Background: an optimization exercise with open tools, aiming at small area. Do not read the settings as production practice. In this exercise RTL edits were held to simulation tests only and were not proved equivalent to the original. The clock port is modelled as an ideal driver, which makes a skipped or thinned clock tree look cheaper than it is; a real chip needs a root buffer or a tree.

Design lcd_component, start of the top module:
module lcd_component(
  input CLOCK_50,
  input rst_n,
  output LCD_ON,
  output LCD_BLON,
  output LCD_RW,
  output LCD_EN,
  output LCD_RS,
  output [7:0] LCD_DATA,
  input [2:0] mess,
  input [1:0] isServer
);
assign LCD_ON   = 1'b1;
assign LCD_BLON = 1'b1;
assign LCD_RW   = 1'b0;
reg [8:0] p;
reg [7:0] k;
reg       F;
reg       l1;
reg [2:0] l2;
wire act  = (k[7:6] == 2'd0) && (k[5:4] != 2'd0 || k[3:0] >= 4'd11);
wire last = (F && k[5:0] == 6'd11) ? (p == 9'd278) : (p == 9'd257);
wire ld   = (k == 8'd10) && (p == 9'd510);
always @(posedge CLOCK_50 or negedge rst_n)
begin
  if (!rst_n) begin
    p <= 9'd254;
    k <= 8'd10;
    F <= 1'b1;
  end else begin
    if (act && last) begin
      p <= 9'd0;
      if (k[5:0] == 6'd63) begin
        p <= F ? 9'd448 : 9'd427;
        k <= 8'd90;
        F <= 1'b0;
      end else if (k[5:0] == 6'd31)
        k <= 8'd47;
      else
        k <= k + 1'b1;
    end else begin
      p <= p + 1'b1;
      if (&p) k <= k + 1'b1;
    end
  end
end
always @(posedge CLOCK_50)
begin
  if (ld) begin
    if (!isServer[1]) l1 <= isServer[0];
    case (mess)
      3'd0: l2 <= 3'd0;
      3'd1: l2 <= 3'd7;
      3'd2: l2 <= 3'd3;
      3'd3: l2 <= 3'd5;
      3'd4: l2 <= 3'd1;
      3'd5: l2 <= 3'd6;
      default: ;
    endcase
  end
end
assign LCD_EN = act && p >= 9'd3 && p <= 9'd20;
reg [7:0] c1, c2;
wire [3:0] j = k[3:0];
always @(*) begin
  if (!l1)
    case (j)
      0: c1 = 8'h67; 1: c1 = 8'h76; 2: c1 = 8'h73; 3: c1 = 8'h69;
      4: c1 = 8'h78; 5: c1 = 8'h84; 6: c1 = 8'h20; 7: c1 = 8'h53;
      8: c1 = 8'h54; 9: c1 = 8'h41; 10: c1 = 8'h54; 11: c1 = 8'h55;
      12: c1 = 8'h53; default: c1 = 8'h20;
    endcase
  else
    case (j)
      0: c1 = 8'h53; 1: c1 = 8'h45; 2: c1 = 8'h52; 3: c1 = 8'h56;
      4: c1 = 8'h45; 5: c1 = 8'h52; 6: c1 = 8'h20; 7: c1 = 8'h53;
      8: c1 = 8'h54; 9: c1 = 8'h41; 10: c1 = 8'h54; 11: c1 = 8'h55;
      12: c1 = 8'h53; default: c1 = 8'h20;
    endcase
  case ({l2, j})
    7'd0: c2 = 8'h73;
    7'd1: c2 = 8'h68;
    7'd2: c2 = 8'h76;
    7'd3: c2 = 8'h69;
    7'd4: c2 = 8'h46;
    7'd5: c2 = 8'h46;
    7'd6: c2 = 8'h46;
    7'd7: c2 = 8'h20;
  ...
Size in the first run: about 22 flip-flops, roughly 20 I/O pins, roughly 0.0016 mm2 of cells after synthesis.
==> flow/config.mk <==
export PLATFORM = sky130hd
export DESIGN_NAME = lcd_component
export DESIGN_NICKNAME = lcd_component
export VERILOG_FILES = /design/flow/design.v
export SDC_FILE = /design/flow/constraint.sdc
export NUM_CORES = 4
export LEC_CHECK = 0
export CAP_MARGIN = 20
export CORE_MARGIN = 2
export CORE_UTILIZATION = 40
export SLEW_MARGIN = 20
==> flow/constraint.sdc <==
create_clock -name core_clock -period 10.0 [get_ports {CLOCK_50}]
set_input_delay 2.0000 -clock core_clock [delete_from_list [all_inputs] [get_ports {CLOCK_50}]]
set_output_delay 2.0000 -clock core_clock [all_outputs]
set_load 0.01 [all_outputs]
standard.sh (not shown) runs the stock make flow with config.mk's settings and CLKGATE_MAP_FILE= SYNTH_SCRIPT=/design/flow/synth_recipe.tcl, a recipe that flattens the netlist after the stock synthesis.
==> flow/flow/run.sh <==
#!/bin/bash
# Own flow: the standard layout, with an area-oriented ABC mapping in synthesis
# (adders left to ABC instead of fixed half-adder cells) and the smallest
# buffer on the ports; the clock tree is collapsed to one buffer (its root)
# after CTS, without dummy loads.
set -euo pipefail
W=$(pwd)
export FLOW_ABC_SCRIPT=$W/flow/abc_min_area.script
export FLOW_ABC_SEEDS="5"
export FLOW_STD_SYNTH=$W/synth_recipe.tcl
SYN=(SYNTH_SCRIPT=$W/flow/synth_area.tcl ADDER_MAP_FILE=)
bash standard.sh synth "${SYN[@]}" > $W/synth.log 2>&1
LAY=("${SYN[@]}" "BUFFER_PORTS_ARGS=-buffer_cell sky130_fd_sc_hd__buf_1"
  "CTS_ARGS=-sink_clustering_enable -repair_clock_nets -dont_use_dummy_load -root_buf sky130_fd_sc_hd__clkbuf_16")
bash standard.sh cts "${LAY[@]}" > $W/layout.log 2>&1
CTS_DB=$W/orfs/results/$FLOW_PLATFORM/lcd_component/base/4_cts.odb CLOCK_PORT=CLOCK_50 \
  openroad -no_init -exit $W/flow/flatten_clock.tcl > $W/flatten_clock.log 2>&1
bash standard.sh finish "${LAY[@]}" > $W/layout_finish.log 2>&1
==> flow/flow/abc_min_area.script <==
strash
&get -n
&deepsyn -T 30 -S @SEED@
&put
&get -n
&dch -f
&nf -a -R 1000
&put
==> flow/flow/synth_area.tcl <==
# The standard synthesis (synth_recipe.tcl), with the final technology mapping
# done by an area-oriented ABC script instead of ORFS's speed script. The
# mapping is tried with several random seeds of ABC's &deepsyn and the
# smallest result is kept.
proc abc {args} {
  set i [lsearch -exact $args -script]
  if { $i >= 0 } {
    set args [lreplace $args $i [expr { $i + 1 }]]
  }
  set j [lsearch -exact $args -D]
  if { $j >= 0 } {
    set args [lreplace $args $j [expr { $j + 1 }]]
  }
  set lib [lindex $args [expr { [lsearch -exact $args -liberty] + 1 }]]
  set tmpl [read [open $::env(FLOW_ABC_SCRIPT)]]
  yosys design -save my_pre_abc
  set best -1
  foreach seed $::env(FLOW_ABC_SEEDS) {
    yosys design -load my_pre_abc
    set f $::env(RESULTS_DIR)/abc_seed_$seed.script
    set fh [open $f w]
    puts -nonewline $fh [string map [list @SEED@ $seed] $tmpl]
    close $fh
    yosys abc {*}$args -script $f
    set st $::env(RESULTS_DIR)/abc_seed_$seed.stat
    yosys tee -q -o $st stat -liberty $lib
    set area 0
    regexp {Chip area for module [^:]*:\s*([0-9.]+)} [read [open $st]] -> area
    puts "abc seed $seed: area $area"
    if { $best < 0 || $area < $best } {
      set best $area
      yosys design -save my_best_abc
    }
  }
  puts "abc best area $best"
  yosys design -load my_best_abc
}
source $::env(FLOW_STD_SYNTH)
Other scripts of this flow, unchanged in this note and not shown: flow/flow/flatten_clock.tcl
The starting point passed the timing, design-rule and antenna checks.
Then changed:
--- a/flow/flow/run.sh
+++ b/flow/flow/run.sh
@@ -8,2 +8,2 @@
-export FLOW_ABC_SCRIPT=$W/flow/abc_min_area.script
-export FLOW_ABC_SEEDS="5"
+export FLOW_ABC_SCRIPTS="$W/flow/abc_nf.script $W/flow/abc_amap.script"
+export FLOW_ABC_SEEDS="0 1 2 3 4 5 6 7 8 9 10 11"
==> flow/flow/abc_amap.script (new file) <==
strash
&get -n
&deepsyn -T 30 -S @SEED@
&put
dch -f
amap
==> flow/flow/abc_nf.script (new file) <==
strash
&get -n
&deepsyn -T 30 -S @SEED@
&put
&get -n
&dch -f
&nf -a -R 1000
&put
==> flow/flow/synth_area.tcl (replaced) <==
# The standard synthesis (synth_recipe.tcl), with the final technology mapping
# done by an area-oriented ABC script instead of ORFS's speed script. The
# mapping is tried with several scripts and random seeds of ABC's &deepsyn,
# and the smallest result is kept.
proc abc {args} {
  set i [lsearch -exact $args -script]
  if { $i >= 0 } {
    set args [lreplace $args $i [expr { $i + 1 }]]
  }
  set j [lsearch -exact $args -D]
  if { $j >= 0 } {
    set args [lreplace $args $j [expr { $j + 1 }]]
  }
  set lib [lindex $args [expr { [lsearch -exact $args -liberty] + 1 }]]
  yosys design -save my_pre_abc
  set best -1
  foreach script $::env(FLOW_ABC_SCRIPTS) {
    set tmpl [read [open $script]]
    set name [file rootname [file tail $script]]
    foreach seed $::env(FLOW_ABC_SEEDS) {
      yosys design -load my_pre_abc
      set f $::env(RESULTS_DIR)/${name}_$seed.script
      set fh [open $f w]
      puts -nonewline $fh [string map [list @SEED@ $seed] $tmpl]
      close $fh
      yosys abc {*}$args -script $f
      set st $::env(RESULTS_DIR)/${name}_$seed.stat
      yosys tee -q -o $st stat -liberty $lib
      set area 0
      regexp {Chip area for module [^:]*:\s*([0-9.]+)} [read [open $st]] -> area
      puts "abc $name seed $seed: area $area"
      if { $best < 0 || $area < $best } {
        set best $area
        yosys design -save my_best_abc
      }
    }
  }
  puts "abc best area $best"
  yosys design -load my_best_abc
}
source $::env(FLOW_STD_SYNTH)
removed: flow/flow/abc_min_area.script
Effect: Worst setup slack got worse by 1.1 ns; via count rose by 7.4%; count of clock-buffer cells in the layout stays the same; utilization fell by 0.13 points; sequential cell count does not change; register-to-register slack got worse by 0.82 ns; global-route usage rose by 1.4 points; synthesized area fell by 0.55%; die area fell by 0.51%; maximum frequency fell by 19%.

[afterwards: timing with drivers on the ports]
In the flow no input, the clock included, has a driving cell. The finished layouts below were timed again as built, in two steps.
Step 1: set_driving_cell puts a clkbuf_16 on CLOCK_50 and a buf_2 on each other input, an assumption about the parent block.
Step 2, shift: input delay + t, output delay - t, t = (earliest + latest rising clock arrival at the registers) / 2. This alone moves slack from input paths to output paths.
Slacks: ideal ports / drivers / drivers and shift; pairs: ideal ports / drivers.
| run | t, ns | setup WS [ns] | hold WS [ns] | worst setup path after step 2 | worst register clock-pin slew, ns |
|---|---|---|---|---|---|
| the first run | 0.175 | 5.437 / 5.410 / 5.585 | 0.475 / 0.475 / 0.475 | register to output | 0.09 / 0.09 |
| the second run | 0.182 | 4.334 / 4.305 / 4.488 | 0.476 / 0.476 / 0.476 | register to output | 0.09 / 0.09 |
After both steps every run listed still meets setup and hold.
